What follows belongs to an exercise in optimizing a design on an open flow for small area; a production flow would make more cautious choices. Function was checked by simulation only, so behaviour that the tests miss may differ from the original. The flow treats the clock pin as an ideal source. Dropping or thinning the clock tree relies on that and would not hold on a real chip. Power and IR drop assume default switching activity.

==> design/flow/design.v <==
module top
(
	CLOCK_50,
	KEY,
	SW,
	LEDR,
	HEX0,
	HEX1,
	HEX2,
	HEX3,
	HEX4,
	HEX5
);
input wire CLOCK_50;
input wire [3:0] KEY;
input wire [9:0] SW;
output wire [9:0] LEDR;
output wire [6:0] HEX0, HEX1, HEX2, HEX3, HEX4, HEX5;
localparam [3:0] S_INIT  = 4'd0,
                 S_SETUP = 4'd1,
                 S_FPGA  = 4'd2,    
                 S_FDONE = 4'd3,    
                 S_UOK   = 4'd4,    
                 S_UBAD  = 4'd5,    
                 S_DOK   = 4'd6,    
                 S_DBAD  = 4'd7,
                 S_COK   = 4'd8,    
                 S_CBAD  = 4'd9,
                 S_NEXT  = 4'd10,
                 S_NEXTW = 4'd11,   
                 S_RES   = 4'd12,
                 S_RESW  = 4'd13;
reg [3:0] st, nst;
reg [3:0] sync0, sync1, last;
always @(posedge CLOCK_50) begin
	sync0 <= KEY;
	sync1 <= sync0;
	last  <= sync1;
end
wire [3:0] press = last & ~sync1;
wire       any   = |press;
wire rst1 = SW[1] | (st == S_INIT);
wire rst2 = rst1 | (st == S_NEXT) | (st == S_NEXTW);
reg [7:0] setup;
always @(posedge CLOCK_50) begin
	if (rst1) setup <= 8'd0;
	else if (st == S_SETUP) setup <= SW[9:2];
end
wire [1:0] level = setup[7:6];
wire [1:0] map   = setup[5:4];
wire [3:0] lastr = setup[3:0];
reg [4:0] diva;
reg [3:0] divb;
wire wrap = (diva == 5'd24);
always @(posedge CLOCK_50) begin
	if (rst1) begin
		diva <= 5'd0;
		divb <= 4'd0;
	end else begin
		diva <= wrap ? 5'd0 : diva + 5'd1;
		if (wrap) divb <= divb + 4'd1;
	end
end
wire t2   = wrap & ~divb[0];
wire t1   = wrap & (divb[1:0] == 2'b01);
wire t05  = wrap & (divb[2:0] == 3'b011);
wire t025 = wrap & (divb == 4'b0111);
reg  thz;
always @(*) begin
	case (level)
		2'd0: thz = t025;
		2'd1: thz = t05;
		2'd2: thz = t1;
		default: thz = t2;
	endcase
end
reg [3:0] cnt;
reg [1:0] item;    
always @(*) begin
	case ({map[0], cnt})
		5'h00: item = 2'd0; 5'h01: item = 2'd2; 5'h02: item = 2'd1; 5'h03: item = 2'd3;
		5'h04: item = 2'd0; 5'h05: item = 2'd3; 5'h06: item = 2'd2; 5'h07: item = 2'd3;
		5'h08: item = 2'd1; 5'h09: item = 2'd3; 5'h0A: item = 2'd0; 5'h0B: item = 2'd1;
		5'h0C: item = 2'd3; 5'h0D: item = 2'd0; 5'h0E: item = 2'd2; 5'h0F: item = 2'd1;
		default: item = 2'd0;
	endcase
	if (map == 2'd1) begin
		case (cnt)
			4'h0: item = 2'd0; 4'h1: item = 2'd2; 4'h2: item = 2'd0; 4'h3: item = 2'd3;
			4'h4: item = 2'd1; 4'h5: item = 2'd0; 4'h6: item = 2'd3; 4'h7: item = 2'd3;
			4'h8: item = 2'd0; 4'h9: item = 2'd1; 4'hA: item = 2'd0; 4'hB: item = 2'd3;
			4'hC: item = 2'd2; 4'hD: item = 2'd1; 4'hE: item = 2'd3; default: item = 2'd0;
		endcase
	end else if (map == 2'd3) begin
		case (cnt)
			4'h0: item = 2'd0; 4'h1: item = 2'd3; 4'h2: item = 2'd2; 4'h3: item = 2'd3;
			4'h4: item = 2'd0; 4'h5: item = 2'd1; 4'h6: item = 2'd2; 4'h7: item = 2'd3;
			4'h8: item = 2'd0; 4'h9: item = 2'd1; 4'hA: item = 2'd3; 4'hB: item = 2'd1;
			4'hC: item = 2'd0; 4'hD: item = 2'd3; 4'hE: item = 2'd2; default: item = 2'd1;
		endcase
	end
end
wire [3:0] item_oh = 4'b0001 << item;
reg  [3:0] round;
wire       cnt_end = (cnt == round);
always @(posedge CLOCK_50) begin
	if (rst1) round <= 4'd0;
	else if (st == S_COK && round != lastr) round <= round + 4'd1;
end
reg  [3:0] tempo;    
wire       tout = tempo[3] & tempo[1];
wire       uturn = (st == S_UOK) | (st == S_UBAD) | (st == S_DOK) | (st == S_DBAD);
always @(posedge CLOCK_50) begin
	if (rst2) tempo <= 4'd0;
	else if (uturn & t1) tempo <= tempo + 4'd1;
end
reg [2:0] led;    
wire ustep = ((st == S_UOK) | (st == S_UBAD)) & any;
wire fstep = (st == S_FPGA) & thz;
always @(posedge CLOCK_50) begin
	if (rst2) cnt <= 4'd0;
	else if (ustep | fstep) cnt <= cnt_end ? 4'd0 : cnt + 4'd1;
end
always @(posedge CLOCK_50) begin
	if (rst2) led <= 3'd0;
	else if (fstep) led <= {1'b1, item};
end
wire pok = (press == item_oh);
always @(*) begin
	case (st)
		S_INIT:  nst = S_SETUP;
		S_SETUP: nst = SW[0] ? S_FPGA : S_SETUP;
		S_FPGA:  nst = (thz & cnt_end) ? S_FDONE : S_FPGA;
		S_FDONE: nst = S_UOK;
		S_UOK:   nst = tout ? S_RES :
		               any ? (cnt_end ? (pok ? S_DOK : S_DBAD) : (pok ? S_UOK : S_UBAD)) : S_UOK;
		S_UBAD:  nst = tout ? S_RES : (any & cnt_end) ? S_DBAD : S_UBAD;
		S_DOK:   nst = any ? S_CBAD : S_COK;
		S_DBAD:  nst = S_CBAD;
		S_COK:   nst = (round == lastr) ? S_NEXTW : S_NEXT;
		S_CBAD:  nst = S_RES;
		S_NEXT:  nst = S_FPGA;
		S_NEXTW: nst = S_RESW;
		S_RES:   nst = S_RES;
		S_RESW:  nst = S_RESW;
		default: nst = S_INIT;
	endcase
end
always @(posedge CLOCK_50) begin
	if (SW[1]) st <= S_INIT;
	else st <= nst;
end
wire sel = (st == S_RES) | (st == S_RESW);
wire win = (st == S_NEXTW) | (st == S_RESW);
function [6:0] dec7;
	input [3:0] v;
	case (v)
		4'h0: dec7 = ~7'b011_1111;
		4'h1: dec7 = ~7'b000_0110;
		4'h2: dec7 = ~7'b101_1011;
		4'h3: dec7 = ~7'b100_1111;
		4'h4: dec7 = ~7'b110_0110;
		4'h5: dec7 = ~7'b110_1101;
		4'h6: dec7 = ~7'b111_1101;
		4'h7: dec7 = ~7'b000_0111;
		4'h8: dec7 = ~7'b111_1111;
		4'h9: dec7 = ~7'b110_1111;
		4'hA: dec7 = ~7'b111_0111;
		4'hB: dec7 = ~7'b111_1100;
		4'hC: dec7 = ~7'b011_1001;
		4'hD: dec7 = ~7'b101_1110;
		4'hE: dec7 = ~7'b111_1001;
		default: dec7 = ~7'b111_0001;
	endcase
endfunction
wire [5:0] points = level * round;
wire [3:0] tshow  = tout ? 4'd0 : tempo;
assign HEX5 = sel ? (win ? ~7'b011_1110 : ~7'b111_0001) : ~7'b011_1000;
assign HEX4 = sel ? (win ? ~7'b110_1101 : ~7'b111_0011) : dec7({2'b00, level});
assign HEX3 = sel ? ~7'b111_0001 : (win ? ~7'b111_1101 : ~7'b111_1001);
assign HEX2 = sel ? (win ? ~7'b101_0000 : ~7'b111_0111) : dec7(tshow);
assign HEX1 = sel ? dec7({2'b00, points[5:4]}) : ~7'b101_0000;
assign HEX0 = dec7(sel ? points[3:0] : round);
assign LEDR[9:6] = ~KEY;
assign LEDR[5:4] = 2'b11;
assign LEDR[3:0] = led[2] ? (4'b0001 << led[1:0]) : 4'b0000;
endmodule
==> design/flow/run.sh <==
#!/bin/bash
# synth_recipe.tcl (not shown) runs the flow's synth.tcl, then flattens the netlist and writes it again
# the make line also repeats each setting of config.mk as NAME=value (left out here)
make -C /OpenROAD-flow-scripts/flow DESIGN_CONFIG=/design/flow/config.mk WORK_HOME=/design/flow/orfs CLKGATE_MAP_FILE= SYNTH_SCRIPT=/design/flow/synth_recipe.tcl finish
==> design/flow/config.mk <==
export PLATFORM = sky130hd
export DESIGN_NAME = top
export DESIGN_NICKNAME = top
export VERILOG_FILES = /design/flow/design.v
export SDC_FILE = /design/flow/constraint.sdc
export NUM_CORES = 4
export LEC_CHECK = 0
export CAP_MARGIN = 20
export CORE_MARGIN = 2
export CORE_UTILIZATION = 40
export SLEW_MARGIN = 20
==> design/flow/constraint.sdc <==
create_clock -name core_clock -period 10.0 [get_ports {CLOCK_50}]
set_input_delay 2.0000 -clock core_clock [delete_from_list [all_inputs] [get_ports {CLOCK_50}]]
set_output_delay 2.0000 -clock core_clock [all_outputs]
set_load 0.01 [all_outputs]
==> notes.md, run 1 <==
count of different cell masters after synthesis between 60 and 70; maximum clock insertion buffer count 2; Post-synth EDFFs 0; via/cell ratio between 5 and 6; number of placed cells counting well taps ~580; largest fanout of any net on the critical path 14; count of mapped cells out of synthesis roughly 440; post-cts sizing count 0; maximum clock frequency roughly 170 MHz; cell types with the highest counts after synthesis 58 x nor2_1, 54 x dfxtp_1, 52 x nand2_1; starting utilization of the core area 0.406; Peak supply drop 0.0792 mV; synth warn 1; Bufs and invs on worst path 3; latest clock arrival within the worst-skew pair around 310 ps; area of all placed cells without fillers roughly 4100 um^2; chip width between 90 and 100 um; total congestion overflow 0; Core Rows 34; drt wl/cell around 13 um; ordered list of cells on the worst path nand2_1 > nor2_1 > inv_1 > o21ai_0 > inv_1 > ha_1 > nand2_1 > o21ai_0 > a22o_1 > clkdlybuf4s50_1; Detailed Routing Iterations Pass 1 4; library cell used as clock root buffer clkbuf_8; CP Capture Type primary output; weighted congestion reported at the end of routability-driven placement ~0.8; part of the Yosys area used for sequential elements 0.310; clock tree from TritonCTS done; Synth Cell Area roughly 3500 um^2; via count of the first global-routing pass between 2,000 and 3,000; critical path required time ~8000 ps; die area between 9000 and 10,000 um^2; maximum number of pins on one net before global-route repair 20; DR iter-0 viols 90; slew of the pin with the lowest slew margin around 900 ps; number of buffers inserted to repair setup after CTS 0; Boundary Pins 67; commonest register cell after synthesis dfxtp_1; area fraction of the dominant cell type after synthesis 0.310; final number of max-transition violations 0; kind of cell adding the most delay to the critical path buffers and inverters; total clock sinks 54; share of cells above drive strength 1 0.0418; # setup viols final 0; total chip power approximately 0.47 mW; clock input transition at the sequential cells of the worst setup and hold paths ~100 ps; wire length reported by the detailed router between 7 and 8 mm; GRT Resource Usage Total 0.158; run status finished clean; P&R area growth vs syn 18.5%; height of the chip roughly 97 um; count of filler cells inserted in the layout around 860; H-Tree Level Count 2; cell with the most instances after synthesis nor2_1; final critical-path share of the clock period 0.600; CP max stage cell o21ai_0; antenna diode count 0; TritonCTS Buffers 5; Hold WC Path Type register to register; number of hold violations in the final report 0; Core ar. 8590 um^2; delay of the slowest cell on the worst path around 690 ps; placed cell area approximately 4000 um^2; standby leakage power ~1.8 nW; Async SR Flop Fraction 0; areal power density over the cells between 100 and 150 nW/um^2; # port buffers 57; Post-Layout Cell Count around 590; hold_buf cts 0; dominant cells by area after synthesis dfxtp_1 31%, ha_1 9.3%, nor2_1 6.2%, nand2_1 5.6%, xor2_1 3.8%; number of antenna violations at the first check in global routing 0; number of max-capacitance violations reported 0; synthesis-stage register bit count 54; final layout net count between 500 and 600; ANT nets after route 0; DRC violation count after routing 0; dpl hpwl just under 6 mm; area leader, netlist dfxtp_1; Max-Slew Margin vs Limit 0.401; nature of the critical path startpoint register; type of the setup path with the least slack register to primary output; Post-Synthesis Mean Instance Area 7.88 um^2; via total after detailed routing roughly 3,000; worst endpoint data arrival time about 4000 ps; unrepaired setup endpoints after global routing false; clock period minus worst slack 6000 ps; Setup Skew between 7 and 8 ps; first-pass GRT wire length around 13 mm; setup TNS after final layout 0 ps
==> logic make-up after synthesis <==
family / count (synthesis) / synth area share
AOI/OAI and AO/OA: 89 / 0.170
xor gates and xnor gates: 24 / 0.0602
adders and majority gates: 27 / 0.0990
buffers and inverters: 64 / 0.0893
DFF: 54 / 0.310
muxes: 10 / 0.0290
other: 2 / 0.00215
and+or+nand+nor: 173 / 0.241
==> layout make-up <==
cell class	instances	area, um^2	area share
multi-input cells	332	2120	0.513
flip-flops and latches	54	1080	0.261
repair buffers	58	578	0.140
well taps	108	135	0.0327
inverters	27	101	0.0245
clock buffers	5	68.8	0.0166
clock inverters	3	47.5	0.0115
==> through the flow <==
step	util	worst slack [ps]	hold slack, ps
floorplan	-	5670	310
global placement	0.468	4510	317
detailed placement	0.468	4340	316
CTS	0.481	3970	341
global route	0.481	3570	352
finish	0.481	4000	337
==> worst register-to-register path: stages, from the launching register on <==
cell and delay, ps:
dfxtp_1 660, or4b_1 530, a311oi_2 410, a21boi_2 260, mux2i_1 190, nand2b_1 290
ha_1 350, inv_1 50, o21ai_0 230, a22o_1 190
==> power breakdown <==
group / switching [mW] / leakage (nW) / internal (mW)
combinational: 0.0435 / 1.27 / 0.0324
sequential: 0.0150 / 0.441 / 0.225
clock: 0.0741 / 0.0587 / 0.0760
total: 0.133 / 1.77 / 0.333
==> final timing paths <==
path | startpoint | endpoint | slack, ps | depth (start not counted)
worst max-delay path | st[3] | HEX0[5] | 4000 | 10
worst max register to register | st[1] | register | 6780 | 9
worst min register to register | sync0[3] | sync1[3] | 340 | 0
worst min-delay path | sync0[3] | sync1[3] | 340 | 0
==> layer usage <==
metal / part of all wire / track usage / wire [um] / vias to the layer above
met1: 0.49 / 0.212 / 3650 / 1353
met5: 0 / 0 / 0 / -
met2: 0.45 / 0.259 / 3400 / 88
met3: 0.052 / 0.0317 / 393 / 7
li1: - / - / - / 1550
met4: 0.0085 / 0.0406 / 64 / 0
==> cells in the final DEF, fill, tap and decap left out, types with 3 or more instances in the layout <==
| master | n |
|---|---|
| nor2_1 | 58 |
| clkdlybuf4s50_1 | 57 |
| dfxtp_1 | 54 |
| nand2_1 | 52 |
| ha_1 | 26 |
| inv_1 | 25 |
| a21oi_1 | 25 |
| o21ai_0 | 18 |
| xor2_1 | 15 |
| mux2i_1 | 9 |
| xnor2_1 | 9 |
| conb_1 | 9 |
| nor2b_1 | 8 |
| a31oi_1 | 8 |
| and2_1 | 8 |
| nor3_1 | 8 |
| nand2b_1 | 7 |
| nand3_1 | 6 |
| clkbuf_8 | 5 |
| a21o_1 | 4 |
| o21a_1 | 4 |
| a22o_1 | 4 |
| a211oi_1 | 4 |
| and3_1 | 4 |
| nand3b_1 | 3 |
| nor3b_1 | 3 |
| nor4_1 | 3 |
| o31ai_1 | 3 |
| a221oi_1 | 3 |
==> run 2, diff against run 1 <==
--- a/design/flow/design.v
+++ b/design/flow/design.v
@@ -77,27 +77,6 @@
 reg [3:0] cnt;
-reg [1:0] item;    
-always @(*) begin
-	case ({map[0], cnt})
-		5'h00: item = 2'd0; 5'h01: item = 2'd2; 5'h02: item = 2'd1; 5'h03: item = 2'd3;
-		5'h04: item = 2'd0; 5'h05: item = 2'd3; 5'h06: item = 2'd2; 5'h07: item = 2'd3;
-		5'h08: item = 2'd1; 5'h09: item = 2'd3; 5'h0A: item = 2'd0; 5'h0B: item = 2'd1;
-		5'h0C: item = 2'd3; 5'h0D: item = 2'd0; 5'h0E: item = 2'd2; 5'h0F: item = 2'd1;
-		default: item = 2'd0;
-	endcase
-	if (map == 2'd1) begin
-		case (cnt)
-			4'h0: item = 2'd0; 4'h1: item = 2'd2; 4'h2: item = 2'd0; 4'h3: item = 2'd3;
-			4'h4: item = 2'd1; 4'h5: item = 2'd0; 4'h6: item = 2'd3; 4'h7: item = 2'd3;
-			4'h8: item = 2'd0; 4'h9: item = 2'd1; 4'hA: item = 2'd0; 4'hB: item = 2'd3;
-			4'hC: item = 2'd2; 4'hD: item = 2'd1; 4'hE: item = 2'd3; default: item = 2'd0;
-		endcase
-	end else if (map == 2'd3) begin
-		case (cnt)
-			4'h0: item = 2'd0; 4'h1: item = 2'd3; 4'h2: item = 2'd2; 4'h3: item = 2'd3;
-			4'h4: item = 2'd0; 4'h5: item = 2'd1; 4'h6: item = 2'd2; 4'h7: item = 2'd3;
-			4'h8: item = 2'd0; 4'h9: item = 2'd1; 4'hA: item = 2'd3; 4'hB: item = 2'd1;
-			4'hC: item = 2'd0; 4'hD: item = 2'd3; 4'hE: item = 2'd2; default: item = 2'd1;
-		endcase
-	end
-end
+localparam [63:0] ITEM0 = 64'hAEAA9BAC6AD89BAC;
+localparam [63:0] ITEM1 = 64'h64CE52EA58CA52EA;
+wire [5:0] iaddr = {map, cnt};
+wire [1:0] item  = {ITEM1[iaddr], ITEM0[iaddr]};
 wire [3:0] item_oh = 4'b0001 << item;
==> design/flow/flow/run.sh (new file) <==
#!/bin/bash
# Layout flow: the standard synthesis, then the combinational logic is
# re-mapped for area (registers, their names and cell types are kept), then
# the standard layout with 1x port buffers and a leaner clock tree.
set -euo pipefail
W=$PWD
R=$W/orfs/results/${FLOW_PLATFORM:-sky130hd}/top/base
F=$W/flow
LIB=${FLOW_HOME}/platforms/sky130hd/lib/sky130_fd_sc_hd__tt_025C_1v80.lib

# 1. standard synthesis
bash standard.sh "$R/1_2_yosys.v" > synth.log 2>&1

# 2. re-map the combinational logic for area
cp "$R/1_2_yosys.v" "$W/1_2_yosys_standard.v"
DU=$(grep -o 'sky130_fd_sc_hd__[a-z0-9_]*' "$F/dont_use.txt" | sed 's/^/-dont_use /' | tr '\n' ' ')
sed -e "s#@LIB@#$LIB#g" -e "s#@IN@#$W/1_2_yosys_standard.v#g" -e "s#@OUT@#$R/1_2_yosys.v#g" \
    -e "s#@DU@#$DU#g" -e "s#@ABC@#$F/area.abc#g" "$F/reopt.ys" > "$W/reopt.ys"
yosys -l "$W/reopt.log" -s "$W/reopt.ys" > /dev/null 2>&1
sed -e "s#@LIB@#$LIB#g" -e "s#@OUT@#$R/1_2_yosys.v#g" "$F/check.ys" > "$W/check.ys"
yosys -l "$W/check.log" -s "$W/check.ys" > /dev/null 2>&1

# 3. the rest of the standard layout
export BUFFER_PORTS_ARGS="-buffer_cell sky130_fd_sc_hd__buf_1"
export CTS_ARGS="${CTS_ARGS_OVERRIDE:--sink_clustering_enable -repair_clock_nets -dont_use_dummy_load}"
bash standard.sh finish > layout.log 2>&1
==> design/flow/flow/area.abc (new file) <==
strash
&get -n
&deepsyn -T 20
&put
dch -f
map -a
==> design/flow/flow/check.ys (new file) <==
read_liberty -lib @LIB@
read_verilog @OUT@
hierarchy -check -top top
check -assert -mapped
tee -o reopt_stat.txt stat -liberty @LIB@
==> design/flow/flow/dont_use.txt (new file) <==
sky130_fd_sc_hd__probe_p_8 sky130_fd_sc_hd__probec_p_8 sky130_fd_sc_hd__lpflow_bleeder_1 sky130_fd_sc_hd__lpflow_clkbufkapwr_1 sky130_fd_sc_hd__lpflow_clkbufkapwr_16 sky130_fd_sc_hd__lpflow_clkbufkapwr_2 sky130_fd_sc_hd__lpflow_clkbufkapwr_4 sky130_fd_sc_hd__lpflow_clkbufkapwr_8 sky130_fd_sc_hd__lpflow_clkinvkapwr_1 sky130_fd_sc_hd__lpflow_clkinvkapwr_16 sky130_fd_sc_hd__lpflow_clkinvkapwr_2 sky130_fd_sc_hd__lpflow_clkinvkapwr_4 sky130_fd_sc_hd__lpflow_clkinvkapwr_8 sky130_fd_sc_hd__lpflow_decapkapwr_12 sky130_fd_sc_hd__lpflow_decapkapwr_3 sky130_fd_sc_hd__lpflow_decapkapwr_4 sky130_fd_sc_hd__lpflow_decapkapwr_6 sky130_fd_sc_hd__lpflow_decapkapwr_8 sky130_fd_sc_hd__lpflow_inputiso0n_1 sky130_fd_sc_hd__lpflow_inputiso0p_1 sky130_fd_sc_hd__lpflow_inputiso1n_1 sky130_fd_sc_hd__lpflow_inputiso1p_1 sky130_fd_sc_hd__lpflow_inputisolatch_1 sky130_fd_sc_hd__lpflow_isobufsrc_1 sky130_fd_sc_hd__lpflow_isobufsrc_16 sky130_fd_sc_hd__lpflow_isobufsrc_2 sky130_fd_sc_hd__lpflow_isobufsrc_4 sky130_fd_sc_hd__lpflow_isobufsrc_8 sky130_fd_sc_hd__lpflow_isobufsrckapwr_16 sky130_fd_sc_hd__lpflow_lsbuf_lh_hl_isowell_tap_1 sky130_fd_sc_hd__lpflow_lsbuf_lh_hl_isowell_tap_2 sky130_fd_sc_hd__lpflow_lsbuf_lh_hl_isowell_tap_4 sky130_fd_sc_hd__lpflow_lsbuf_lh_isowell_4 sky130_fd_sc_hd__lpflow_lsbuf_lh_isowell_tap_1 sky130_fd_sc_hd__lpflow_lsbuf_lh_isowell_tap_2 sky130_fd_sc_hd__lpflow_lsbuf_lh_isowell_tap_4 
==> design/flow/flow/reopt.ys (new file) <==
read_liberty -ignore_miss_func @LIB@
read_verilog @IN@
hierarchy -top top
blackbox sky130_fd_sc_hd__dfxtp_1 sky130_fd_sc_hd__dfrtp_1 sky130_fd_sc_hd__dfstp_1 sky130_fd_sc_hd__dfrtn_1 sky130_fd_sc_hd__edfxtp_1 sky130_fd_sc_hd__conb_1
flatten
opt_clean -purge
abc -liberty @LIB@ @DU@ -script @ABC@
opt_clean -purge
hilomap -singleton -hicell sky130_fd_sc_hd__conb_1 HI -locell sky130_fd_sc_hd__conb_1 LO
insbuf -buf sky130_fd_sc_hd__buf_1 A X
opt_clean -purge
write_verilog -noattr -noexpr -nohex -nodec @OUT@
==> design/flow/standard.sh (new file) <==
#!/bin/bash
# synth_recipe.tcl (not shown) runs the flow's synth.tcl, then flattens the netlist and writes it again
# the make line also repeats each setting of config.mk as NAME=value (left out here)
make -C /OpenROAD-flow-scripts/flow DESIGN_CONFIG=/design/flow/config.mk WORK_HOME=/design/flow/orfs CLKGATE_MAP_FILE= SYNTH_SCRIPT=/design/flow/synth_recipe.tcl "${@:-finish}"
removed: design/flow/run.sh
==> notes.md, run 2 <==
# port buffers 57; worst path setup slack after routing just under 5000 ps; Boundary Pins 67; top library cells by usage in the layout, fill and taps aside 64 x nand2_1, 61 x nor2_1, 60 x clkinv_1; critical path required time around 8000 ps; hold_buf cts 0; clock tree from TritonCTS done; final number of max-transition violations 0; drt wl/cell about 12 um; CP Capture Type primary output; registers with the highest flip-flop counts setup (8), diva (5); synth warn 1; Hold WC Path Type register to register; Core ar. 5960 um^2; library cell used as clock root buffer clkbuf_8; pre-CTS worst setup slack ~4700 ps; Bufs and invs on worst path 5; net switching component of the power around 0.13 mW; share of cells above drive strength 1 0.0229; first-pass GRT wire length between 9 and 10 mm; cell repeated most along the worst path clkinv_1; Setup Skew approximately 23 ps; count of mapped cells out of synthesis 379; total congestion overflow 0; weighted congestion reported at the end of routability-driven placement 0.832; delay of the slowest cell on the worst path around 400 ps; number of max-capacitance violations reported 0; areal power density over the cells between 100 and 150 nW/um^2; total clock sinks 48; clock input transition at the sequential cells of the worst setup and hold paths approximately 90 ps; TritonCTS Buffers 5; slew of the pin with the lowest slew margin around 850 ps; register with the most flip-flops setup; # setup viols final 0; register-to-register path setup slack between 6000 and 7000 ps; setup TNS after final layout 0 ps; number of antenna violations at the first check in global routing 0; Synth Cell Area between 2000 and 2500 um^2; sequential cell area between 900 and 1000 um^2; post-cts sizing count 0; final layout net count about 450; ordered list of cells on the worst path clkinv_1 > nor2_1 > nand2_1 > clkinv_1 > nand3_1 > xnor2_1 > clkinv_1 > nor2_1 > clkinv_1 > a21oi_1 > nand2_1 > o21ai_0 > buf_1; P&R area growth vs syn 14.7%; Detailed Routing Iterations Pass 1 4; final critical-path share of the clock period 0.509; dpl hpwl 4.74 mm; clock period minus worst slack a little over 5000 ps; combinational group share of total power 0.214; Max-Slew Margin vs Limit 0.431; via count of the first global-routing pass around 2,200; wire length reported by the detailed router about 6 mm; Peak supply drop 0.103 mV; largest fanout of any net on the critical path 12; multi-input gate area in the final layout between 1000 and 1500 um^2; count of cells along the worst register-to-register path 14; antenna diode count 0; Post-Synthesis Mean Instance Area between 6 and 7 um^2; unrepaired setup endpoints after global routing false; number of placed cells counting well taps ~510; worst endpoint data arrival time 3090 ps; die area between 6000 and 7000 um^2; maximum clock frequency ~200 MHz; DR iter-0 viols 110; run status finished clean; flip-flop count of the largest register after layout 8; CP max stage cell dfxtp_1; cell internal pwr 0.277 mW; number of hold violations in the final report 0; endpoint of the lowest-slack register-to-register path cnt[3]; switching share of power 0.318; number of buffers inserted to repair setup after CTS 0; Core Rows 28; latest clock arrival within the worst-skew pair around 290 ps; most frequent standard cell in the layout excluding fill and tap cells nand2_1; CP Depth 13; starting utilization of the core area 0.415; via total after detailed routing between 2,000 and 3,000; maximum clock insertion buffer count 2; startpoint of the most critical register-to-register path st[1]; height of the chip around 83 um; via/cell ratio a little over 5; startpoint of the worst setup timing path st[2]; maximum number of pins on one net before global-route repair 16; chip width roughly 83 um; Post-Layout Cell Count about 510; nature of the critical path startpoint register; endpoint of the most critical setup path HEX0[0]; share of total power in sequential cells 0.536; kind of cell adding the most delay to the critical path simple AND/OR/NAND/NOR gates; DRC violation count after routing 0; ANT nets after route 0; count of filler cells inserted in the layout 653; type of the setup path with the least slack register to primary output; clock power share 0.250; standby leakage power about 1.0 nW; H-Tree Level Count 2; GRT Resource Usage Total 0.185
run 2: stage by stage:
| step | power (mW) | utilization | area, um^2 | hold WS (ps) |
|---|---|---|---|---|
| 6_report | 0.405 | 0.476 | 2830 | 334 |
| 3_3_place_gp | 0.307 | 0.463 | 2760 | 310 |
| 4_1_cts | 0.411 | 0.475 | 2830 | 338 |
| 2_1_floorplan | 0.282 | - | 2500 | 310 |
| 5_1_grt | 0.434 | 0.476 | 2830 | 344 |
| 3_5_place_dp | 0.308 | 0.463 | 2760 | 315 |
run 2: worst min-delay path by stage:
stage               startpoint       end  slack [ps]  cells past startpoint
floorplan             sync0[0]  sync1[0]         310                      0
global placement      sync0[2]  sync1[2]         310                      0
detailed placement    sync0[3]  sync1[3]         310                      0
CTS                   sync0[3]  sync1[3]         340                      0
global route          sync0[0]  sync1[0]         340                      0
finish                sync0[3]  sync1[3]         330                      0
run 2: layer usage:
metal	global-route usage	vias to the layer above	wire, um
met5	0	-	0
met4	0.0541	0	68
met3	0.0359	5	356
met2	0.320	82	2780
met1	0.233	1144	2770
li1	-	1358	-
run 2: cell type report:
class / instances / area share
repair buffers: 57 / 0.0755
inverters: 60 / 0.0795
clock buffers: 5 / 0.0243
flip-flops and latches: 48 / 0.339
multi-input cells: 266 / 0.448
well taps: 75 / 0.0331
run 2: power groups by stage:
stage               Sequential, mW  Combinational (mW)  Clock, mW
floorplan                    0.217              0.0648          0
global placement             0.221              0.0854          0
detailed placement           0.221              0.0866          0
CTS                          0.217              0.0870      0.107
global route                 0.220               0.101      0.114
finish                       0.217              0.0868      0.101
==> run 3, diff against run 2 <==
--- a/design/flow/design.v
+++ b/design/flow/design.v
@@ -29,3 +29,3 @@
                  S_NEXT  = 4'd10,
-                 S_NEXTW = 4'd11,   
+                 S_NEXTW = 4'd11,    
                  S_RES   = 4'd12,
@@ -41,8 +41,13 @@
 wire       any   = |press;
-wire rst1 = SW[1] | (st == S_INIT);
-wire rst2 = rst1 | (st == S_NEXT) | (st == S_NEXTW);
+wire s_init = (st == S_INIT);
+wire s_next = (st == S_NEXT) | (st == S_NEXTW);
+wire rst_v  = SW[1] | s_next;      
+wire rst_c  = s_init | s_next;     
 reg [7:0] setup;
 always @(posedge CLOCK_50) begin
-	if (rst1) setup <= 8'd0;
-	else if (st == S_SETUP) setup <= SW[9:2];
+	if (SW[1]) setup[7:6] <= 2'd0;
+	else if (st == S_SETUP) setup[7:6] <= SW[9:8];
+end
+always @(posedge CLOCK_50) begin
+	if (st == S_SETUP) setup[5:0] <= SW[7:2];
 end
@@ -53,5 +58,5 @@
 reg [3:0] divb;
-wire wrap = (diva == 5'd24);
+wire wrap = diva[4] & diva[3];    
 always @(posedge CLOCK_50) begin
-	if (rst1) begin
+	if (s_init) begin
 		diva <= 5'd0;
@@ -85,3 +90,3 @@
 always @(posedge CLOCK_50) begin
-	if (rst1) round <= 4'd0;
+	if (SW[1]) round <= 4'd0;
 	else if (st == S_COK && round != lastr) round <= round + 4'd1;
@@ -92,3 +97,3 @@
 always @(posedge CLOCK_50) begin
-	if (rst2) tempo <= 4'd0;
+	if (rst_v) tempo <= 4'd0;
 	else if (uturn & t1) tempo <= tempo + 4'd1;
@@ -99,3 +104,3 @@
 always @(posedge CLOCK_50) begin
-	if (rst2) cnt <= 4'd0;
+	if (rst_c) cnt <= 4'd0;
 	else if (ustep | fstep) cnt <= cnt_end ? 4'd0 : cnt + 4'd1;
@@ -103,3 +108,3 @@
 always @(posedge CLOCK_50) begin
-	if (rst2) led <= 3'd0;
+	if (rst_v) led <= 3'd0;
 	else if (fstep) led <= {1'b1, item};
@@ -155,3 +160,4 @@
 wire [5:0] points = level * round;
-wire [3:0] tshow  = tout ? 4'd0 : tempo;
+localparam [111:0] TSEG = 112'b1111000100001000100100011001111000010000000010000000000011110000000010001001000110010110000010010011110011000000;
+wire [6:0] tseg = TSEG[tempo*7 +: 7];
 assign HEX5 = sel ? (win ? ~7'b011_1110 : ~7'b111_0001) : ~7'b011_1000;
@@ -159,3 +165,3 @@
 assign HEX3 = sel ? ~7'b111_0001 : (win ? ~7'b111_1101 : ~7'b111_1001);
-assign HEX2 = sel ? (win ? ~7'b101_0000 : ~7'b111_0111) : dec7(tshow);
+assign HEX2 = sel ? (win ? ~7'b101_0000 : ~7'b111_0111) : tseg;
 assign HEX1 = sel ? dec7({2'b00, points[5:4]}) : ~7'b101_0000;
@@ -164,3 +170,3 @@
 assign LEDR[5:4] = 2'b11;
-assign LEDR[3:0] = led[2] ? (4'b0001 << led[1:0]) : 4'b0000;
+assign LEDR[3:0] = {led[1] & led[0], led[1] & ~led[0], ~led[1] & led[0], led[2] & ~led[1] & ~led[0]};
 endmodule
==> design/flow/flow/run.sh (replaced) <==
#!/bin/bash
# Layout flow: the standard synthesis; the combinational logic re-mapped
# for area (registers, their names and cell types kept; the smallest of a few
# ABC runs is used); then the standard layout with 1x port buffers and
# clock tree buffers sized down to what the flip-flop clock slews allow.
set -euo pipefail
W=$PWD
R=$W/orfs/results/${FLOW_PLATFORM:-sky130hd}/top/base
F=$W/flow
LIB=${FLOW_HOME}/platforms/sky130hd/lib/sky130_fd_sc_hd__tt_025C_1v80.lib

# 1. standard synthesis
bash standard.sh "$R/1_2_yosys.v" > synth.log 2>&1

# 2. re-map the combinational logic for area, a few seeds in parallel
cp "$R/1_2_yosys.v" "$W/1_2_yosys_standard.v"
DU=$(grep -o 'sky130_fd_sc_hd__[a-z0-9_]*' "$F/dont_use.txt" | sed 's/^/-dont_use /' | tr '\n' ' ')
for S in 1 2 3 4; do
  if [ $((S % 2)) = 1 ]; then MAP="amap"; else MAP="map -a"; fi
  sed -e "s#@SEED@#$S#g" -e "s#@MAP@#$MAP#g" "$F/area.abc" > "$W/area_$S.abc"
  sed -e "s#@LIB@#$LIB#g" -e "s#@IN@#$W/1_2_yosys_standard.v#g" -e "s#@OUT@#$W/reopt_$S.v#g" \
      -e "s#@DU@#$DU#g" -e "s#@ABC@#$W/area_$S.abc#g" "$F/reopt.ys" > "$W/reopt_$S.ys"
  yosys -l "$W/reopt_$S.log" -s "$W/reopt_$S.ys" > /dev/null 2>&1 &
done
wait
best=""; besta=""
for S in 1 2 3 4; do
  sed -e "s#@LIB@#$LIB#g" -e "s#@OUT@#$W/reopt_$S.v#g" -e "s#@STAT@#$W/reopt_stat_$S.txt#g" "$F/check.ys" > "$W/check_$S.ys"
  if yosys -l "$W/check_$S.log" -s "$W/check_$S.ys" > /dev/null 2>&1; then
    a=$(grep "Chip area" "$W/reopt_stat_$S.txt" | awk '{print $NF}')
    echo "seed $S area $a" >> "$W/reopt_choice.txt"
    if [ -z "$besta" ] || awk -v a="$a" -v b="$besta" 'BEGIN{exit !(a<b)}'; then best=$S; besta=$a; fi
  fi
done
if [ -n "$best" ]; then
  echo "chosen seed $best" >> "$W/reopt_choice.txt"
  cp "$W/reopt_$best.v" "$R/1_2_yosys.v"
else
  echo "no re-mapped netlist passed its check; keeping the standard one" >> "$W/reopt_choice.txt"
fi

# 3. the rest of the standard layout
export BUFFER_PORTS_ARGS="-buffer_cell sky130_fd_sc_hd__buf_1"
export CTS_ARGS="-sink_clustering_enable -repair_clock_nets -dont_use_dummy_load"
export POST_CTS_TCL="$F/post_cts.tcl"
bash standard.sh finish > layout.log 2>&1
==> design/flow/flow/area.abc (replaced) <==
strash
&get -n
&deepsyn -S @SEED@ -I 2 -T 30
&put
dch -f
@MAP@
==> design/flow/flow/check.ys (replaced) <==
read_liberty -lib @LIB@
read_verilog @OUT@
hierarchy -check -top top
check -assert -mapped
tee -o @STAT@ stat -liberty @LIB@
==> design/flow/flow/post_cts.tcl (new file) <==
# Size each clock tree buffer down to the smallest clkbuf whose output
# slew at its loads stays under a target, then re-legalize.
set_propagated_clock [all_clocks]
set clk_sizes {sky130_fd_sc_hd__clkbuf_1 sky130_fd_sc_hd__clkbuf_2 sky130_fd_sc_hd__clkbuf_4 sky130_fd_sc_hd__buf_6 sky130_fd_sc_hd__clkbuf_8 sky130_fd_sc_hd__clkbuf_16}
set leaf_target 0.105
set root_target 0.250
proc load_slew {inst} {
  set mx 0
  foreach op [get_pins -of_objects $inst -filter "direction==output"] {
    set net [get_nets -of_objects $op]
    foreach p [get_pins -of_objects $net -filter "direction==input"] {
      set s [get_property $p slew_max]
      if {$s > $mx} {set mx $s}
    }
  }
  return $mx
}
proc is_leaf {inst} {
  foreach op [get_pins -of_objects $inst -filter "direction==output"] {
    set net [get_nets -of_objects $op]
    foreach p [get_pins -of_objects $net -filter "direction==input"] {
      if {[get_property $p name] == "CLK"} { return 1 }
    }
  }
  return 0
}
set bufs [get_cells clkbuf_*]
# the root first, then the leaves, which set the flip-flop clock slews
set leaves {}
set others {}
foreach b $bufs { if {[is_leaf $b]} { lappend leaves $b } else { lappend others $b } }
foreach b [concat $others $leaves] {
  if {[lsearch $leaves $b] >= 0} { set slew_target $leaf_target } else { set slew_target $root_target }
  set name [get_property $b name]
  set orig [get_property [get_property $b liberty_cell] name]
  set chosen $orig
  foreach sz $clk_sizes {
    replace_cell $b $sz
    estimate_parasitics -placement
    set s [load_slew $b]
    if {$s < $slew_target} { set chosen $sz; break }
    set chosen $sz
  }
  replace_cell $b $chosen
  estimate_parasitics -placement
  puts "clock buffer $name: $orig -> $chosen (load slew [format %.3f [load_slew $b]])"
}
detailed_placement
check_placement -verbose
estimate_parasitics -placement
==> notes.md, run 3 <==
GRT Resource Usage Total 0.181; Detailed Routing Iterations Pass 1 4; Boundary Pins between 60 and 70; maximum clock frequency ~170 MHz; clock period minus worst slack 6020 ps; Core ar. between 5000 and 6000 um^2; standby leakage power a little over 0.9 nW; Bufs and invs on worst path 4; Setup Skew between 10 and 15 ps; starting utilization of the core area 0.419; Hold WC Path Type register to register; via count of the first global-routing pass roughly 2,100; Metal-1 WL approximately 2.7 mm; # setup viols final 0; count of filler cells inserted in the layout 584; total congestion overflow 0; delay of the slowest cell on the worst path 680 ps; nature of the critical path startpoint register; Synth Cell Area 2350 um^2; Max-Slew Margin vs Limit 0.320; unrepaired setup endpoints after global routing false; antenna diode count 0; # port buffers between 50 and 60; Post-Layout Cell Count between 400 and 500; most frequent standard cell in the layout excluding fill and tap cells nor2_1; clock tree from TritonCTS done; slew of the pin with the lowest slew margin between 900 and 1000 ps; DRC violation count after routing 0; dpl hpwl roughly 4.4 mm; number of antenna violations at the first check in global routing 0; first-pass GRT wire length between 9 and 10 mm; startpoint of the most critical register-to-register path cnt[3]; areal power density over the cells around 180 nW/um^2; number of max-capacitance violations reported 0; clock input transition at the sequential cells of the worst setup and hold paths around 90 ps; via total after detailed routing 2,311; synth warn 1; Post-Synthesis Mean Instance Area roughly 7.2 um^2; total clock sinks 48; type of the setup path with the least slack register to primary output; setup TNS after final layout 0 ps; registers with the highest flip-flop counts setup (8), diva (5); highest layer used for signal routing met4; pre-CTS worst setup slack between 4000 and 5000 ps; kind of cell adding the most delay to the critical path simple AND/OR/NAND/NOR gates; area of all placed cells without fillers 2690 um^2; run status finished clean; final number of max-transition violations 0; wire length reported by the detailed router 5.51 mm; via/cell ratio ~5.1; sequential cell area slightly above 1000 um^2; Core Rows 27; count of mapped cells out of synthesis about 330; CP Capture Type primary output; DR iter-0 viols roughly 100; drt wl/cell 12.1 um; latest clock arrival within the worst-skew pair between 300 and 400 ps; die area between 6000 and 7000 um^2; number of hold violations in the final report 0; startpoint of the worst setup timing path st[2]; CP max stage cell nor2_1; share of cells above drive strength 1 0.0130; critical path required time roughly 8000 ps; worst path setup slack after routing about 4000 ps; worst endpoint data arrival time 4020 ps; chip width just over 80 um; ordered list of cells on the worst path clkinv_1 > nor2_1 > clkinv_1 > nor2_1 > nor2_1 > nor3_1 > o21ai_0 > o31ai_1 > clkinv_1 > o211ai_1 > a21oi_1 > or3_1 > a31oi_1 > buf_1; placed cell area around 2600 um^2; largest fanout of any net on the critical path 13; top library cells by usage in the layout, fill and taps aside 72 x nor2_1, 57 x buf_1, 54 x clkinv_1; maximum number of pins on one net before global-route repair 16; multi-input gate area in the final layout 1110 um^2; flip-flop count of the largest register after layout 8; worst hold start sync0[2]; register with the most flip-flops setup; number of placed cells counting well taps between 400 and 500; final critical-path share of the clock period 0.602; ANT nets after route 0; height of the chip 80.7 um; metal3 WL about 240 um; final layout net count approximately 400; P&R area growth vs syn 14.3%; final worst hold slack between 300 and 400 ps; weighted congestion reported at the end of routability-driven placement about 0.82; met2 routed WL ~2.5 mm; Peak supply drop about 0.09 mV
-- run 3: cell count changes in the layout (fill, tap and decap cells not counted), sizes merged, moves of 7 or more --
| cell | delta |
|---|---|
| o21ai | -13 |
| nand2 | -38 |
| a211oi | +7 |
| nor2 | +11 |
| nand3 | -14 |
-- run 3: worst paths after layout --
kind	endpoint	slack [ps]	cells after the start
worst min-delay path	sync1[2]	330	0
worst max-delay path	HEX0[6]	3980	14
worst min register to register	sync1[2]	330	0
worst max register to register	st[0]	6790	12
-- run 3: layer usage --
layer,track usage,vias to the layer above
met5,0,-
met4,0.0475,0
met3,0.0326,2
met2,0.301,59
met1,0.240,1017
li1,-,1233
-- run 3: area by class of cell --
class / count / share of cell area
Tap cell: 72 / 0.0335
Sequential cell: 48 / 0.380
Clock buffer: 5 / 0.0186
Timing Repair Buffer: 57 / 0.0796
Inverter: 54 / 0.0754
Multi-Input combinational cell: 221 / 0.413
-- run 3: where the power goes --
group	leakage [nW]	switching [mW]	total (mW)	internal, mW
Clock	0.0284	0.0589	0.0922	0.0334
Sequential	0.401	0.0265	0.252	0.225
Combinational	0.496	0.0987	0.146	0.0469
Total	0.925	0.184	0.490	0.306
-- run 3: metrics by stage --
step	power, mW	utilization
global route	0.525	0.479
global placement	0.400	0.470
finish	0.490	0.479
floorplan	0.355	-
detailed placement	0.402	0.470
==> run 4, diff against run 3 <==
--- a/design/flow/design.v
+++ b/design/flow/design.v
@@ -58,3 +58,3 @@
 reg [3:0] divb;
-wire wrap = diva[4] & diva[3];    
+wire wrap = diva[4] & ~diva[3] & ~diva[1] & ~diva[0];
 always @(posedge CLOCK_50) begin
@@ -64,3 +64,3 @@
 	end else begin
-		diva <= wrap ? 5'd0 : diva + 5'd1;
+		diva <= wrap ? 5'd0 : {diva[3:0], ~(diva[4] ^ diva[2])};
 		if (wrap) divb <= divb + 4'd1;
--- a/design/flow/flow/run.sh
+++ b/design/flow/flow/run.sh
@@ -17,4 +17,4 @@
 DU=$(grep -o 'sky130_fd_sc_hd__[a-z0-9_]*' "$F/dont_use.txt" | sed 's/^/-dont_use /' | tr '\n' ' ')
-for S in 1 2 3 4; do
-  if [ $((S % 2)) = 1 ]; then MAP="amap"; else MAP="map -a"; fi
+for S in 1 2 3 4 5 6 7 8; do
+  if [ $((S % 2)) = 1 ]; then MAP="amap"; else MAP="amap -m"; fi
   sed -e "s#@SEED@#$S#g" -e "s#@MAP@#$MAP#g" "$F/area.abc" > "$W/area_$S.abc"
@@ -23,2 +23,3 @@
   yosys -l "$W/reopt_$S.log" -s "$W/reopt_$S.ys" > /dev/null 2>&1 &
+  if [ $((S % 4)) = 0 ]; then wait; fi
 done
@@ -26,3 +27,3 @@
 best=""; besta=""
-for S in 1 2 3 4; do
+for S in 1 2 3 4 5 6 7 8; do
   sed -e "s#@LIB@#$LIB#g" -e "s#@OUT@#$W/reopt_$S.v#g" -e "s#@STAT@#$W/reopt_stat_$S.txt#g" "$F/check.ys" > "$W/check_$S.ys"
@@ -45,2 +46,4 @@
 export POST_CTS_TCL="$F/post_cts.tcl"
+# one tie cell per constant value instead of one per constant output
+export SKIP_REPAIR_TIE_FANOUT=1
 bash standard.sh finish > layout.log 2>&1
==> notes.md, run 4 <==
wire length reported by the detailed router between 5 and 6 mm; top library cells by usage in the layout, fill and taps aside 61 x nor2_1, 58 x clkinv_1, 57 x buf_1; count of filler cells inserted in the layout 580; GRT Resource Usage Total 0.175; flip-flop count of the largest register after layout 8; most frequent standard cell in the layout excluding fill and tap cells nor2_1; critical path required time 8000 ps; Post-Synthesis Mean Instance Area around 7.3 um^2; maximum clock frequency approximately 170 MHz; startpoint of the worst setup timing path st[3]; DRC violation count after routing 0; final layout net count between 300 and 400; ANT nets after route 0; number of max-capacitance violations reported 0; drt wl/cell roughly 12 um; final critical-path share of the clock period 0.585; clock period minus worst slack 5850 ps; run status finished clean; worst hold start sync0[0]; chip width approximately 80 um; height of the chip between 80 and 90 um; startpoint of the most critical register-to-register path cnt[3]; register with the most flip-flops setup; Peak supply drop slightly below 0.09 mV; final worst hold slack 332 ps; worst endpoint data arrival time 3850 ps; slew of the pin with the lowest slew margin about 830 ps; final number of max-transition violations 0; total congestion overflow 0; areal power density over the cells roughly 140 nW/um^2; type of the setup path with the least slack register to primary output; latest clock arrival within the worst-skew pair 370 ps; synth warn 1; worst path setup slack after routing about 4200 ps; Synth Cell Area between 2000 and 2500 um^2; registers with the highest flip-flop counts setup (8), diva (5); nature of the critical path startpoint register; CP Capture Type primary output; weighted congestion reported at the end of routability-driven placement approximately 0.9; Boundary Pins between 60 and 70; starting utilization of the core area 0.417; unrepaired setup endpoints after global routing false; # setup viols final 0; total clock sinks between 40 and 50; register-to-register path setup slack between 7000 and 8000 ps; Hold WC Path Type register to register; number of hold violations in the final report 0; setup TNS after final layout 0 ps; share of cells above drive strength 1 0.0164; maximum number of pins on one net before global-route repair 16; pre-CTS worst setup slack between 4000 and 5000 ps; first-pass GRT wire length slightly below 9 mm; Detailed Routing Iterations Pass 1 4; dpl hpwl 4.25 mm; via total after detailed routing between 2,000 and 2,500; # port buffers 57; Max-Slew Margin vs Limit 0.443; via/cell ratio slightly above 5; standby leakage power 0.878 nW; P&R area growth vs syn 13.9%; clock input transition at the sequential cells of the worst setup and hold paths ~90 ps; die area 6400 um^2; number of antenna violations at the first check in global routing 0; count of mapped cells out of synthesis 315; Setup Skew about 52 ps; clock tree from TritonCTS done; antenna diode count 0; via count of the first global-routing pass ~2,000; largest fanout of any net on the critical path 11; Core Rows 27; DR iter-0 viols 86; Core ar. approximately 5500 um^2
==> run 4: layout make-up <==
cell class / count / area, um^2 / share of cell area
clock buffer: 5 / 52.6 / 0.0200
inverter: 58 / 218 / 0.0827
multi-input combinational: 197 / 1030 / 0.391
sequential: 48 / 1020 / 0.388
tap: 72 / 90.1 / 0.0342
timing repair buffer: 58 / 221 / 0.0841
==> run 4: stage by stage <==
| step | std cells | power [mW] | utilization | area, um^2 |
|---|---|---|---|---|
| after detailed placement | 433 | 0.280 | 0.465 | 2580 |
| after floorplan | 315 | 0.261 | - | 2310 |
| after global routing | 438 | 0.390 | 0.475 | 2630 |
| after global placement | 433 | 0.279 | 0.465 | 2580 |
| final | 438 | 0.368 | 0.475 | 2630 |
==> run 4: per-layer routing <==
layer	GRT usage	wire length (um)
met5	0	0
met4	0.0458	24
met3	0.0486	219
met2	0.296	2560
met1	0.218	2510
==> run 4: worst max-delay path, cell delays in order, from the launching register on <==
cell      delay, ps
dfxtp_1         410
clkinv_1        120
nor3_1          190
buf_4           200
clkinv_1        220
nor2_1          210
clkinv_1        100
a222oi_1        700
clkinv_1        260
o211ai_1        270
o21ai_0         210
o311ai_0        390
buf_1           190
==> run 4: worst paths after layout <==
| check | depth (start not counted) | endpoint |
|---|---|---|
| max | 12 | HEX0[0] |
| min | 0 | sync1[0] |
| max reg2reg | 7 | st[0] |
| min reg2reg | 0 | sync1[0] |
==> run 4: power by group <==
part	total [mW]	internal, mW	leakage [nW]	switching, mW
Sequential	0.218	0.208	0.402	0.00955
Combinational	0.0579	0.0187	0.447	0.0392
Clock	0.0920	0.0346	0.0295	0.0574
==> run 5, diff against run 4 <==
--- a/design/flow/design.v
+++ b/design/flow/design.v
@@ -44,3 +44,3 @@
 wire rst_v  = SW[1] | s_next;      
-wire rst_c  = s_init | s_next;     
+wire rst_c  = s_init | s_next | (st == S_FDONE);     
 reg [7:0] setup;
@@ -105,3 +105,3 @@
 	if (rst_c) cnt <= 4'd0;
-	else if (ustep | fstep) cnt <= cnt_end ? 4'd0 : cnt + 4'd1;
+	else if (ustep | fstep) cnt <= cnt + 4'd1;
 end
@@ -166,3 +166,4 @@
 assign HEX2 = sel ? (win ? ~7'b101_0000 : ~7'b111_0111) : tseg;
-assign HEX1 = sel ? dec7({2'b00, points[5:4]}) : ~7'b101_0000;
+wire [6:0] phseg = points[5] ? 7'b0100100 : (points[4] ? 7'b1111001 : 7'b1000000);
+assign HEX1 = sel ? phseg : ~7'b101_0000;
 assign HEX0 = dec7(sel ? points[3:0] : round);
--- a/design/flow/flow/run.sh
+++ b/design/flow/flow/run.sh
@@ -17,3 +17,3 @@
 DU=$(grep -o 'sky130_fd_sc_hd__[a-z0-9_]*' "$F/dont_use.txt" | sed 's/^/-dont_use /' | tr '\n' ' ')
-for S in 1 2 3 4 5 6 7 8; do
+for S in 1 2 3 4 5 6 7 8 9 10 11 12 13 14 15 16; do
   if [ $((S % 2)) = 1 ]; then MAP="amap"; else MAP="amap -m"; fi
@@ -27,3 +27,3 @@
 best=""; besta=""
-for S in 1 2 3 4 5 6 7 8; do
+for S in 1 2 3 4 5 6 7 8 9 10 11 12 13 14 15 16; do
   sed -e "s#@LIB@#$LIB#g" -e "s#@OUT@#$W/reopt_$S.v#g" -e "s#@STAT@#$W/reopt_stat_$S.txt#g" "$F/check.ys" > "$W/check_$S.ys"
==> notes.md, run 5 <==
total chip power between 0.4 and 0.5 mW; cell internal pwr roughly 0.31 mW; register with the most flip-flops setup; type of the setup path with the least slack register to primary output; dpl hpwl 4.32 mm; total clock sinks 48; number of hold violations in the final report 0; starting utilization of the core area 0.417; # setup viols final 0; Detailed Routing Iterations Pass 1 4; multi-input gate area in the final layout around 1100 um^2; startpoint of the most critical register-to-register path diva[4]; share of cells above drive strength 1 0.0136; DRC violation count after routing 0; Core Rows 27; ANT nets after route 0; Peak supply drop around 0.10 mV; Max-Slew Margin vs Limit 0.400; registers with the highest flip-flop counts setup (8), diva (5); clock period minus worst slack between 6000 and 7000 ps; Core ar. about 5600 um^2; wire length reported by the detailed router 5.44 mm; final critical-path share of the clock period 0.601; setup TNS after final layout 0 ps; clock input transition at the sequential cells of the worst setup and hold paths 100 ps; via count of the first global-routing pass roughly 2,000; maximum number of pins on one net before global-route repair 16; number of antenna violations at the first check in global routing 0; standby leakage power 0.880 nW; endpoint of the lowest-slack register-to-register path cnt[3]; maximum clock frequency approximately 170 MHz; count of mapped cells out of synthesis approximately 320; delay of the slowest cell on the worst path between 600 and 700 ps; top library cells by usage in the layout, fill and taps aside 73 x nor2_1, 57 x buf_1, 46 x clkinv_1; area of all placed cells without fillers roughly 2600 um^2; via/cell ratio 5.12; combinational group share of total power 0.309; largest fanout of any net on the critical path 12; die area 6440 um^2; most frequent standard cell in the layout excluding fill and tap cells nor2_1; final number of max-transition violations 0; critical path required time about 8000 ps; slew of the pin with the lowest slew margin 878 ps; Final Core Density 0.472; unrepaired setup endpoints after global routing false; Setup Skew 58.6 ps; pre-CTS worst setup slack ~4500 ps; latest clock arrival within the worst-skew pair around 390 ps; via total after detailed routing between 2,000 and 2,500; share of total power in sequential cells 0.517; count of cells along the worst register-to-register path 8; Hold WC Path Type register to register; DR iter-0 viols between 100 and 150; clock tree from TritonCTS done; antenna diode count 0; GRT Resource Usage Total 0.179; switching share of power 0.376; Boundary Pins 67; CP max stage cell nor2_1; areal power density over the cells between 150 and 200 nW/um^2; count of filler cells inserted in the layout 593; P&R area growth vs syn 13.1%; first-pass GRT wire length roughly 9.1 mm; number of placed cells counting well taps between 400 and 500; height of the chip 80.3 um; final layout net count 386; worst path setup slack after routing around 4000 ps; number of max-capacitance violations reported 0; nature of the critical path startpoint register; weighted congestion reported at the end of routability-driven placement roughly 0.94; cell repeated most along the worst path nor2_1; Synth Cell Area 2330 um^2; startpoint of the worst setup timing path st[2]; Post-Synthesis Mean Instance Area about 7.3 um^2; chip width about 80 um; clock power share 0.175; drt wl/cell 12.3 um; CP Capture Type primary output; register-to-register path setup slack approximately 6900 ps; sequential cell area 1020 um^2; # port buffers 57; worst endpoint data arrival time 4010 ps; ordered list of cells on the worst path clkinv_1 > nor2_1 > clkinv_1 > nor2_1 > nor2_1 > nor3_1 > nand2_1 > o21ai_0 > nor2_1 > o21ai_0 > nor2_1 > o21a_1 > o22ai_1 > o21a_1 > buf_1; total congestion overflow 0; Post-Layout Cell Count 441; endpoint of the most critical setup path HEX0[5]; run status finished clean; net switching component of the power ~0.19 mW; synth warn 1; flip-flop count of the largest register after layout 8; final worst hold slack approximately 340 ps; placed cell area 2580 um^2
-- run 5: layer usage --
metal	vias up	routed length, um	GRT usage
met2	57	2500	0.293
met3	4	324	0.0438
met5	-	0	0
met1	1002	2590	0.236
li1	1196	-	-
met4	0	27	0.0441
-- run 5: cell type report --
type	count	share of cell area
tap	72	0.0342
clock buffer	5	0.0176
multi-input combinational	213	0.413
timing repair buffer	57	0.0813
sequential	48	0.388
inverter	46	0.0656
-- run 5: worst min-delay path by stage --
stage                     to     start  cells after the start  slack [ps]
floorplan           sync1[0]  sync0[0]                      0         310
global route        sync1[0]  sync0[0]                      0         340
finish              sync1[2]  sync0[2]                      0         340
detailed placement  sync1[2]  sync0[2]                      0         310
global placement    sync1[0]  sync0[0]                      0         310
-- run 5: power groups by stage --
stage | Combinational (mW) | Clock [mW] | Sequential (mW)
detailed placement | 0.152 | 0 | 0.260
floorplan | 0.113 | 0 | 0.252
finish | 0.153 | 0.0866 | 0.256
global route | 0.175 | 0.0969 | 0.262
global placement | 0.153 | 0 | 0.260
-- run 5: worst max-delay path: cells and delay by family, from the launching register on --
kind / cells / cell delay [ps]
flip-flops: 1 / 380
AO/OA/AOI/OAI: 5 / 970
buffers and inverters: 3 / 670
AND/OR/NAND/NOR: 7 / 1590
==> run 6, diff against run 5 <==
--- a/design/flow/design.v
+++ b/design/flow/design.v
@@ -24,9 +24,9 @@
                  S_UBAD  = 4'd5,    
-                 S_DOK   = 4'd6,    
-                 S_DBAD  = 4'd7,
+                 S_DOK   = 4'd7,    
+                 S_DBAD  = 4'd6,
                  S_COK   = 4'd8,    
-                 S_CBAD  = 4'd9,
+                 S_CBAD  = 4'd12,
                  S_NEXT  = 4'd10,
                  S_NEXTW = 4'd11,    
-                 S_RES   = 4'd12,
+                 S_RES   = 4'd9,
                  S_RESW  = 4'd13;
==> notes.md, run 6 <==
die area between 6000 and 7000 um^2; latest clock arrival within the worst-skew pair ~380 ps; # port buffers 57; final number of max-transition violations 0; largest fanout of any net on the critical path 12; dpl hpwl approximately 4.1 mm; synth warn 1; slew of the pin with the lowest slew margin between 800 and 900 ps; number of antenna violations at the first check in global routing 0; total clock sinks 48; Peak supply drop 0.146 mV; wire length reported by the detailed router between 5 and 6 mm; highest layer used for signal routing met4; nature of the critical path startpoint register; registers with the highest flip-flop counts setup (8), diva (5); final critical-path share of the clock period 0.594; Synth Cell Area between 2000 and 2500 um^2; setup TNS after final layout 0 ps; DR iter-0 viols 120; worst endpoint data arrival time 3940 ps; Core Rows 27; via/cell ratio between 5 and 6; Metal-1 WL about 2.7 mm; type of the setup path with the least slack register to primary output; Core ar. 5570 um^2; standby leakage power 0.894 nW; Hold WC Path Type register to register; flip-flop count of the largest register after layout 8; clock input transition at the sequential cells of the worst setup and hold paths 100 ps; areal power density over the cells approximately 220 nW/um^2; number of max-capacitance violations reported 0; register with the most flip-flops setup; placed cell area roughly 2600 um^2; chip width roughly 80 um; drt wl/cell between 10 and 15 um; ANT nets after route 0; critical path required time 8000 ps; Setup Skew around 53 ps; count of cells along the worst register-to-register path 14; via count of the first global-routing pass 2,010; starting utilization of the core area 0.418; area of all placed cells without fillers 2640 um^2; total congestion overflow 0; run status finished clean; final layout net count around 390; antenna diode count 0; weighted congestion reported at the end of routability-driven placement slightly below 0.9; first-pass GRT wire length about 8.7 mm; maximum clock frequency around 170 MHz; Detailed Routing Iterations Pass 1 4; Boundary Pins 67; # setup viols final 0; maximum number of pins on one net before global-route repair 16; share of cells above drive strength 1 0.0163; met2 routed WL between 2 and 2.5 mm; metal3 WL 303 um; unrepaired setup endpoints after global routing false; via total after detailed routing roughly 2,200; Post-Synthesis Mean Instance Area around 7.3 um^2; clock tree from TritonCTS done; clock period minus worst slack around 5900 ps; height of the chip around 80 um; most frequent standard cell in the layout excluding fill and tap cells nor2_1; P&R area growth vs syn 13.5%; GRT Resource Usage Total 0.171; number of hold violations in the final report 0; CP Capture Type primary output; DRC violation count after routing 0; count of mapped cells out of synthesis approximately 320; top library cells by usage in the layout, fill and taps aside 63 x nor2_1, 57 x buf_1, 50 x clkinv_1; Hold Path Stages 0; Max-Slew Margin vs Limit 0.455
-- run 6: cell type report --
class	instances	area [um^2]
well taps	72	90.1
repair buffers	58	221
inverters	50	188
clock buffers	5	46.3
multi-input cells	207	1080
flip-flops and latches	48	1020
fillers	588	2930
-- run 6: worst paths after layout --
check | startpoint | to | slack (ps)
max | st[0] | HEX0[6] | 4060
min | sync0[3] | sync1[3] | 330
max reg2reg | cnt[3] | st[0] | 6590
min reg2reg | sync0[3] | sync1[3] | 330
-- run 6: worst max-delay path: stages (launching register included) --
cell,delay (ps)
dfxtp_1,400
clkinv_1,150
nor2_1,660
clkinv_1,410
nor2_1,260
nor2_1,130
nor4_1,250
xor2_1,290
nand2_1,130
nor2_1,140
o21ai_0,150
o221ai_1,170
o21ai_0,120
a21oi_1,140
buf_1,160
-- run 6: per-layer routing --
| metal | vias to the layer above | global-route usage |
|---|---|---|
| li1 | 1201 | - |
| met1 | 967 | 0.228 |
| met2 | 55 | 0.271 |
| met3 | 6 | 0.0337 |
| met4 | 0 | 0.0661 |
| met5 | - | 0 |
-- run 6: report_power, final --
part | internal, mW | total [mW] | leakage, nW | switching, mW
sequential | 0.234 | 0.262 | 0.402 | 0.0280
clock | 0.0304 | 0.0877 | 0.0269 | 0.0573
combinational | 0.0736 | 0.223 | 0.466 | 0.149
total | 0.338 | 0.572 | 0.894 | 0.234
-- run 6: stage by stage --
step	hold WS (ps)	util	total power, mW	std cells	worst slack, ps
6_report	332	0.474	0.572	440	4060
3_5_place_dp	312	0.466	0.488	435	4530
2_1_floorplan	310	-	0.419	317	4860
5_1_grt	337	0.474	0.620	440	3510
3_3_place_gp	311	0.466	0.489	435	4620
==> run 7, diff against run 6 <==
--- a/design/flow/design.v
+++ b/design/flow/design.v
@@ -24,9 +24,9 @@
                  S_UBAD  = 4'd5,    
-                 S_DOK   = 4'd7,    
-                 S_DBAD  = 4'd6,
+                 S_DOK   = 4'd6,    
+                 S_DBAD  = 4'd7,
                  S_COK   = 4'd8,    
-                 S_CBAD  = 4'd12,
+                 S_CBAD  = 4'd9,
                  S_NEXT  = 4'd10,
                  S_NEXTW = 4'd11,    
-                 S_RES   = 4'd9,
+                 S_RES   = 4'd12,
                  S_RESW  = 4'd13;
--- a/design/flow/flow/run.sh
+++ b/design/flow/flow/run.sh
@@ -19,3 +19,4 @@
   if [ $((S % 2)) = 1 ]; then MAP="amap"; else MAP="amap -m"; fi
-  sed -e "s#@SEED@#$S#g" -e "s#@MAP@#$MAP#g" "$F/area.abc" > "$W/area_$S.abc"
+  if [ $S -le 8 ]; then DS="-I 1 -T 10"; else DS="-I 2 -T 30"; fi
+  sed -e "s#@SEED@#$S#g" -e "s#@MAP@#$MAP#g" -e "s#@DS@#$DS#g" "$F/area.abc" > "$W/area_$S.abc"
   sed -e "s#@LIB@#$LIB#g" -e "s#@IN@#$W/1_2_yosys_standard.v#g" -e "s#@OUT@#$W/reopt_$S.v#g" \
==> design/flow/flow/area.abc (replaced) <==
strash
&get -n
&deepsyn -S @SEED@ @DS@
&put
dch -f
@MAP@
--- a/design/flow/flow/post_cts.tcl
+++ b/design/flow/flow/post_cts.tcl
@@ -26,2 +26,21 @@
 }
+set root_loads {}
+foreach b [get_cells clkbuf_*] {
+  if {[is_leaf $b]} { continue }
+  set ok 1
+  set loads {}
+  foreach op [get_pins -of_objects $b -filter "direction==output"] {
+    foreach p [get_pins -of_objects [get_nets -of_objects $op] -filter "direction==input"] {
+      lappend loads $p
+      if {![string match "clkbuf_*" [get_full_name $p]]} { set ok 0 }
+    }
+  }
+  set inet [get_nets -of_objects [get_pins -of_objects $b -filter "direction==input"]]
+  set drv_is_port [llength [get_ports -quiet [get_property $inet name]]]
+  if {$ok && [llength $loads] <= 4 && $drv_is_port} {
+    puts "removing root clock buffer [get_property $b name] ([llength $loads] loads)"
+    remove_buffers $b
+  }
+}
+estimate_parasitics -placement
 set bufs [get_cells clkbuf_*]
==> notes.md, run 7 <==
count of mapped cells out of synthesis roughly 320; ANT nets after route 0; latest clock arrival within the worst-skew pair about 120 ps; Core ar. ~5600 um^2; clock period minus worst slack roughly 5500 ps; Synth Cell Area between 2000 and 2500 um^2; # setup viols final 0; total clock sinks 48; areal power density over the cells 167 nW/um^2; setup TNS after final layout 0 ps; maximum clock frequency around 180 MHz; total congestion overflow 0; final number of max-transition violations 0; P&R area growth vs syn 13.1%; registers with the highest flip-flop counts setup (8), diva (5); Peak supply drop between 0.1 and 0.15 mV; wire length reported by the detailed router ~5.5 mm; via/cell ratio 5.17; CP Capture Type primary output; most frequent standard cell in the layout excluding fill and tap cells nor2_1; number of max-capacitance violations reported 0; first-pass GRT wire length roughly 8.7 mm; Post-Synthesis Mean Instance Area between 7 and 8 um^2; number of hold violations in the final report 0; standby leakage power roughly 0.87 nW; number of antenna violations at the first check in global routing 0; height of the chip around 80 um; share of cells above drive strength 1 0.0109; chip width 80.3 um; via total after detailed routing 2,274; largest fanout of any net on the critical path 11; # port buffers 57; worst endpoint data arrival time 3540 ps; clock input transition at the sequential cells of the worst setup and hold paths roughly 90 ps; GRT Resource Usage Total 0.172; Detailed Routing Iterations Pass 1 4; Hold WC Path Type register to register; nature of the critical path startpoint register; synth warn 1; Final Core Density 0.472; via count of the first global-routing pass 1,926; DRC violation count after routing 0; Setup Skew between 10 and 15 ps; drt wl/cell about 12 um; top library cells by usage in the layout, fill and taps aside 66 x nor2_1, 57 x buf_1, 47 x clkinv_1; final layout net count between 300 and 400; unrepaired setup endpoints after global routing false; final critical-path share of the clock period 0.554; flip-flop count of the largest register after layout 8; slew of the pin with the lowest slew margin 853 ps; Core Rows 27; DR iter-0 viols approximately 160; antenna diode count 0; Boundary Pins between 60 and 70; register with the most flip-flops setup; Max-Slew Margin vs Limit 0.426; die area 6440 um^2; weighted congestion reported at the end of routability-driven placement roughly 0.93; dpl hpwl 4.21 mm; run status finished clean; critical path required time 8000 ps; maximum number of pins on one net before global-route repair 16; type of the setup path with the least slack register to primary output; starting utilization of the core area 0.418
[run 7: area by class of cell]
type,instances,area (um^2)
fill,587,2940
multi-input combinational,212,1080
timing repair buffer,57,214
clock buffer,4,45.0
tap,72,90.1
inverter,47,176
sequential,48,1020
[run 7: where the power goes]
group	internal (mW)	switching, mW	total [mW]
Combinational	0.0379	0.0799	0.118
Clock	0.0320	0.0486	0.0806
Sequential	0.222	0.0200	0.242
Total	0.292	0.148	0.440
[run 7: critical path, stage by stage, from the launching register on]
cell and delay (ps):
dfxtp_1 360, clkinv_1 120, nand2_1 80, nor2_1 550, clkinv_1 460, nor2_1 390
a31oi_1 100, a21oi_1 380, clkinv_1 150, nor2_1 210, nor3_1 100, nor3_1 210
nor2_1 60, o21ai_0 70, buf_1 170
[run 7: path summary, 6_finish.rpt]
check / startpoint / end / slack, ps / depth (start not counted)
hold reg to reg: sync0[1] / sync1[1] / 330 / 0
setup reg to reg: diva[4] / cnt[3] / 6980 / 10
setup / recovery: st[1] / HEX0[3] / 4460 / 14
hold / removal: sync0[1] / sync1[1] / 330 / 0
[run 7: metal layers]
metal	track usage	up-vias	wire [um]
li1	-	1187	-
met1	0.239	1011	2680
met2	0.269	69	2420
met3	0.0382	7	296
met4	0.0458	0	76
met5	0	-	0
[run 7: stage by stage]
stage	power, mW	cell area [um^2]	hold slack, ps	setup slack (ps)	std cells
detailed placement	0.363	2590	313	4630	436
global placement	0.362	2590	310	4820	436
floorplan	0.327	2330	310	5140	319
finish	0.440	2630	333	4460	440
global route	0.467	2630	345	4010	440

re-timing with driven ports:
How much do the figures lean on ideal ports? The routed layouts below were timed once more, with nothing changed but the port constraints. Step 1 assumes that a clkbuf_16 drives the clock port and a buf_2 every other input. Step 2 adds t to the input delays and takes it off the output delays; t is the mean of the earliest and latest rising clock arrival at the registers after step 1. Input paths then give back, and output paths get back, about the clock's delay inside the block. Slacks: no drivers / after step 1 / after step 2; pairs: no drivers / after step 1.
| run | t (ns) | setup WS [ns] | worst setup path after step 2 | clock arrival spread, ns | pins driven straight from the clock port |
|---|---|---|---|---|---|
| run 1 | 0.330 | 4.002 / 3.974 / 4.304 | register to output | 0.007 / 0.007 | 1 |
| run 2 | 0.312 | 4.914 / 4.884 / 5.159 | input to register | 0.023 / 0.023 | 1 |
| run 3 | 0.366 | 3.975 / 3.952 / 4.318 | register to output | 0.014 / 0.014 | 1 |
| run 4 | 0.369 | 4.151 / 4.125 / 4.494 | register to output | 0.052 / 0.052 | 1 |
| run 5 | 0.385 | 3.992 / 3.969 / 4.355 | register to output | 0.059 / 0.059 | 1 |
| run 6 | 0.382 | 4.064 / 4.036 / 4.418 | register to output | 0.054 / 0.053 | 1 |
| run 7 | 0.170 | 4.460 / 4.404 / 4.574 | register to output | 0.014 / 0.014 | 4 |
After both steps setup and hold are still met in every run listed.
